Background: an optimization exercise with open tools, aiming at small area, a short achievable clock period and few clock cycles. Do not read the settings as production practice.
No activity file was given, so power comes from the tool's default toggle rates.

== south ==
==> flow/design.v (excerpt) <==
module MultiCPU(
    input clk,
    input reset,
    input [31:0] Data_in,
    output mem_w,
    output [2:0] RAMCtrl,
    output [31:0] Data_out,
    output [31:0] Addr_out
    );
clock: 13.0 ns
lec_check: 0
cap_margin: 10
core_margin: 2
core_utilization: 40
slew_margin: 10
synth_hierarchical: 1
synth_minimum_keep_size: 0
standard.sh (not shown) runs the stock make flow with config.mk's settings and CLKGATE_MAP_FILE= SYNTH_SCRIPT=/design/flow/synth_recipe.tcl, a recipe that flattens the netlist after the stock synthesis.
==> flow/flow/run.sh <==
#!/bin/bash
# Layout flow: the standard flow (standard.sh) with three changes to how the layout
# is made: timing repair aims at a larger setup slack than 0 (so it keeps shortening the
# critical paths), the port buffers are plain buffers instead of delay buffers, and clock
# tree synthesis adds no dummy loads. The clock, its period and the I/O constraints are
# the design's, unchanged.
set -euo pipefail
bash standard.sh synth > synth.log 2>&1
bash standard.sh SETUP_SLACK_MARGIN=8.8 "BUFFER_PORTS_ARGS=-buffer_cell sky130_fd_sc_hd__buf_4" \
  "CTS_ARGS=-sink_clustering_enable -repair_clock_nets -dont_use_dummy_load" finish > layout.log 2>&1
Changes in middle relative to south:
-- flow/design.v --
<<< south, line 251
    wire [31:0] FA2 = FA + 32'd2;
    wire        fpt = pt(Data_in);
    wire [9:0]  flo;
    ADD8C1 flo_add(.a(FA[8:1]), .b(Data_in[7:0]), .s(flo[8:1]), .co(flo[9]));
    assign flo[0] = 1'b0;
    wire [22:0] fhi_m, fhi;
    DEC23 fdec(.a(FA[31:9]), .y(fhi_m));
    MUX2X23 fhi_mux(.s(flo[9]), .a(FA[31:9]), .b(fhi_m), .y(fhi));
    wire [31:0] ftarget;
    MUX2X32 ft_mux(.s(Data_in[31:27] == 5'b00001), .a({FA2[31:27], Data_in[25:0], 1'b0}),
                   .b({fhi, flo[8:1], 1'b0}), .y(ftarget));
    wire full     = ~d_adv & IRV & SKV;
    wire room     = ~full & ~(d_adv & SKV & sk_d[6]) & ~(~d_adv & IRV & ~SKV & d_pt);
>>> middle, line 251
    wire [31:0] FA2 = FA + 32'd2;
    wire        fpt = pt(Data_in);
    wire [9:0]  flo = {1'b0, FA[8:1], 1'b1} + {1'b0, Data_in[7:0], 1'b1};
    wire [22:0] fhi_m = FA[31:9] - 23'd1;
    wire [31:0] ftarget = (Data_in[31:27] == 5'b00001) ? {FA2[31:27], Data_in[25:0], 1'b0} :
                          {flo[9] ? FA[31:9] : fhi_m, flo[8:1], 1'b0};
    wire full     = ~d_adv & IRV & SKV;
    wire room     = ~full & ~(d_adv & SKV & sk_d[6]) & ~(~d_adv & IRV & ~SKV & d_pt);
<<< south, line 364
    assign y = s ? a : b;
endmodule
module MUX2X23(input s, input [22:0] a, input [22:0] b, output [22:0] y);
    assign y = s ? a : b;
endmodule
module DEC23(input [22:0] a, output [22:0] y);
    assign y = a - 23'd1;
endmodule
module ADD8C1(input [7:0] a, input [7:0] b, output [7:0] s, output co);
    wire [7:0] g = a & b;
    wire [7:0] p = a ^ b;
    wire [7:0] g0 = {g[7:1], g[0] | p[0]};
    wire [7:0] p0 = p;
    wire [7:0] g1, p1, g2, p2, g3;
    genvar i;
    generate
        for (i = 0; i < 8; i = i + 1) begin : l1
            if (i >= 1) begin : x
                assign g1[i] = g0[i] | (p0[i] & g0[i-1]);
                assign p1[i] = p0[i] & p0[i-1];
            end else begin : y
                assign g1[i] = g0[i];
                assign p1[i] = p0[i];
            end
        end
        for (i = 0; i < 8; i = i + 1) begin : l2
            if (i >= 2) begin : x
                assign g2[i] = g1[i] | (p1[i] & g1[i-2]);
                assign p2[i] = p1[i] & p1[i-2];
            end else begin : y
                assign g2[i] = g1[i];
                assign p2[i] = p1[i];
            end
        end
        for (i = 0; i < 8; i = i + 1) begin : l3
            if (i >= 4) begin : x
                assign g3[i] = g2[i] | (p2[i] & g2[i-4]);
            end else begin : y
                assign g3[i] = g2[i];
            end
        end
    endgenerate
    assign s = p ^ {g3[6:0], 1'b1};
    assign co = g3[7];
endmodule
>>> middle, line 359
    assign y = s ? a : b;
endmodule
[summary]
- south has a lower critical path depth than middle.
- Summary: number of design-rule violations left by the first detailed-router iteration, middle worse than south
- Of south and middle, the run reporting the lower total power after layout was middle.
- For the clock network fraction of design power, middle came in 0.3 points lower than south did.
- As far as combinational group share of total power is concerned, middle and south perform about the same.
- For the wire length, middle came in 1.5% lower than south did.
- Clock buffer count from CTS went down by a few percent going from south to middle.
No functional check of the RTL was part of any run of this note.


Another version of the RTL of MultiCPU (not shown whole).
Size in the first run: about 5600 cells after synthesis, roughly 0.070 mm^2 of cells after synthesis.
==> flow/design.v (excerpt) <==
module MultiCPU(
    input clk,
    input reset,
    input [31:0] Data_in,
    output mem_w,
    output [2:0] RAMCtrl,
    output [31:0] Data_out,
    output [31:0] Addr_out
    );
==> flow/config.mk <==
export PLATFORM = sky130hd
export DESIGN_NAME = MultiCPU
export DESIGN_NICKNAME = MultiCPU
export VERILOG_FILES = /design/flow/design.v
export SDC_FILE = /design/flow/constraint.sdc
export NUM_CORES = 8
export LEC_CHECK = 0
export CAP_MARGIN = 10
export CORE_MARGIN = 2
export CORE_UTILIZATION = 40
export SLEW_MARGIN = 10
export SYNTH_HIERARCHICAL = 1
export SYNTH_MINIMUM_KEEP_SIZE = 0
==> flow/constraint.sdc <==
create_clock -name core_clock -period 13.0 [get_ports {clk}]
set_input_delay 2.6000 -clock core_clock [delete_from_list [all_inputs] [get_ports {clk}]]
set_output_delay 2.6000 -clock core_clock [all_outputs]
set_load 0.01 [all_outputs]
Scripts as last shown in full above: flow/flow/run.sh
==> next run, changes <==
--- a/flow/design.v
+++ b/flow/design.v
@@ -68,21 +68,20 @@
     assign sela[0] = fwa;
     assign selb[0] = fwb;
     genvar i, b;
     generate
         for (i = 1; i < 32; i = i + 1) begin : r
             reg [31:0] d;
             always @(posedge clk)
                 if (we && wa == i) d <= wd;
             assign all[32*i +: 32] = d;
-            wire keep = v[i] & ~(we && wa == i);
-            assign sela[i] = keep & (ra == i);
-            assign selb[i] = keep & (rb == i);
+            assign sela[i] = v[i] & (ra == i) & ~fwa;
+            assign selb[i] = v[i] & (rb == i) & ~fwb;
         end
         for (b = 0; b < 32; b = b + 1) begin : bt
             wire [31:0] col;
             for (i = 0; i < 32; i = i + 1) begin : c
                 assign col[i] = all[32*i + b];
             end
             RDSEL32 pa(.s(sela), .d(col), .q(qa[b]));
             RDSEL32 pb(.s(selb), .d(col), .q(qb[b]));
         end
@@ -195,61 +194,62 @@
     wire [4:0]  wa_d = r_jalr | isJal | isBgez ? 5'd31 : isR ? rd : rt;
     wire        we_d = (isR & ~r_jr) | isImm | isLui | isLd | isJal | isBgez;
     wire [31:0] qa, qb;
     Regs regs(.clk(clk), .rst(reset), .we(weW), .wa(rdW), .wd(R),
               .ra(rs), .rb(rt), .qa(qa), .qb(qb));
     wire [31:0] rsv = qa;
     wire [31:0] rtv = qb;
     wire [31:0] btarget = NPCD + {simm[30:0], 1'b0};
     wire d_pt = pt(IR);
-    wire br_pt = isBr & (imm[15:7] == 9'h1ff);       
     wire d_adv = IRV & ~e_stall;
     wire d_jr  = (r_jr | r_jalr) & (rt == 5'd0) & ~(e_wr & (rdE == rs));
     wire d_jrr = d_adv & d_jr & ~e_redirect;
     wire b_rt = (isR & ~r_shi) | isBeq | isBne;
     wire [31:0] b_other = (isJal | isBgez) ? NPCD :
                           isLui ? {imm, 16'h0} :
                           r_shi ? {27'h0, sa} : simm;
     wire [31:0] b_d = b_rt ? rtv : b_other;
-    wire [31:0] alt_d = isSt ? rtv : (isBr & ~br_pt) ? btarget : NPCD;
+    wire [31:0] alt_d = isSt ? rtv : (isBr & ~imm[15]) ? btarget : NPCD;
     wire [5:0] rsel_d;
     assign rsel_d[1] = r_log | i_log;
     assign rsel_d[2] = r_slt | i_slt;
     assign rsel_d[3] = r_sh;
     assign rsel_d[4] = isLui | isJal | isBgez;
     assign rsel_d[5] = r_jalr;
     assign rsel_d[0] = ~(rsel_d[1] | rsel_d[2] | rsel_d[3] | rsel_d[4] | rsel_d[5] | isMem);
     wire sub_d  = isR ? (fn[5] & fn[1]) : (op[5:1] == 5'b00101);
     wire [1:0] lop_d = isR ? fn[1:0] : op[1:0];
     wire sltu_d = isR ? fn[0] : op[0];
     wire [2:0] mode_d = op[2] ? {2'b10, op[0]} : op[1] ? {2'b00, ~op[0]} : {2'b11, op[0]};
     function pt(input [31:0] w);
-        pt = ((w[31:26] == 6'b000100 || w[31:26] == 6'b000101 || w[31:26] == 6'b000001) &&
-              w[15:7] == 9'h1ff)
+        pt = ((w[31:26] == 6'b000100 || w[31:26] == 6'b000101 || w[31:26] == 6'b000001) && w[15])
            || w[31:27] == 5'b00001;
     endfunction
     wire [31:0] FA2 = FA + 32'd2;
     wire        fpt = pt(Data_in);
-    wire [9:0]  flo = {1'b0, FA[8:1], 1'b1} + {1'b0, Data_in[7:0], 1'b1};
-    wire [22:0] fhi_m = FA[31:9] - 23'd1;
+    wire [17:0] flo = {1'b0, FA[16:1], 1'b1} + {1'b0, Data_in[15:0], 1'b1};
+    wire [14:0] fhi_p = FA[31:17] + 15'd1;
+    wire [14:0] fhi_m = FA[31:17] - 15'd1;
+    wire [14:0] fhi = flo[17] ? (Data_in[15] ? FA[31:17] : fhi_p) :
+                                (Data_in[15] ? fhi_m : FA[31:17]);
     wire [31:0] ftarget = (Data_in[31:27] == 5'b00001) ? {FA2[31:27], Data_in[25:0], 1'b0} :
-                          {flo[9] ? FA[31:9] : fhi_m, flo[8:1], 1'b0};
+                          {fhi, flo[16:1], 1'b0};
     wire full     = ~d_adv & IRV & SKV;
     wire room     = ~full & ~(d_adv & SKV & pt(SK)) & ~(~d_adv & IRV & ~SKV & d_pt);
     wire fetch_ok = ~isdata & ~e_redirect & ~d_jrr & room;
     wire [31:0] NPCD2 = NPCD + 32'd2;
     wire d_jra = d_adv & d_jr;
     wire fetch_ok0 = ~isdata & ~d_jra & room;
-    wire sel_ft = fpt & fetch_ok0 & ~e_redirect;
-    wire [31:0] f_other = d_jra ? rsv : fetch_ok0 ? FA2 : FA;
-    wire [31:0] FA_next = sel_ft ? ftarget : e_redirect ? e_target : f_other;
-    wire [31:0] AR_next = (sel_ft & ~e_stall) ? ftarget :
-                          e_redirect ? e_target : e_stall ? sum : f_other;
+    wire [31:0] f_rest = d_jra ? rsv :
+                         ~fetch_ok0 ? FA :
+                         fpt ? ftarget : FA2;
+    wire [31:0] FA_next = e_redirect ? e_target : f_rest;
+    wire [31:0] AR_next = e_redirect ? e_target : e_stall ? sum : f_rest;
     always @(posedge clk or posedge reset) begin
         if (reset) begin
             AR <= 32'h0;
             FA <= 32'h0;
             isdata <= 1'b0;
             mw_r <= 1'b0;
             rc_r <= 3'b000;
             IRV <= 1'b0;
             SKV <= 1'b0;
@@ -317,15 +317,15 @@
             modeE <= mode_d;
             subE <= sub_d;
             sltuE <= sltu_d;
             slE <= ~fn[1];
             sraE <= fn[0];
             lopE <= lop_d;
             rselE <= rsel_d;
             brE <= isBr;
             brkE <= {isBgez, isBne};
-            predE <= br_pt;
+            predE <= imm[15];
             jrE <= (r_jr | r_jalr) & ~d_jr;
             off1E <= (imm == 16'h0001);
         end
     end
 endmodule
Outcome:
- The changed run produced a clean layout
- total power falls by about 5%
- combinational power falls by about 9%
- area after synthesis went down by 1.0%
- wire length shrinks by about 2.7%
- non-clock buffer count came out lower by 53
- synthesized cell count is lower by about 2.6%
- setup slack gets worse by 0.37 ns
No run of this note included a check of the RTL's function; only the layout flow was run.

## static timing again, ports no longer ideal
The flow's constraints put no driver on any port. The routed layouts listed below were extracted and timed again, unchanged, in two steps. Step 1: set_driving_cell puts a clkbuf_16 on clk and a buf_2 on each other input, an assumption about the parent block. Step 2 adds t to the input delays and takes it off the output delays; t is the mean of the earliest and latest rising clock arrival at the registers after step 1. Input paths then give back, and output paths get back, about the clock's delay inside the block. a / b / c = ideal / step 1 / step 2; a / b = the first two.
run | t (ns) | setup slack, ns | worst setup path after step 2 | pins driven straight from the clock port
south | 0.860 | 8.545 / 8.545 / 7.715 | input to register | 1
middle | 0.858 | 8.335 / 8.376 / 7.518 | input to register | 1
the first run of note 2 | 0.852 | 8.544 / 8.561 / 7.709 | input to register | 1
the second run of note 2 | 0.864 | 8.173 / 8.202 / 7.338 | input to register | 1
After both steps every run listed still meets setup and hold.
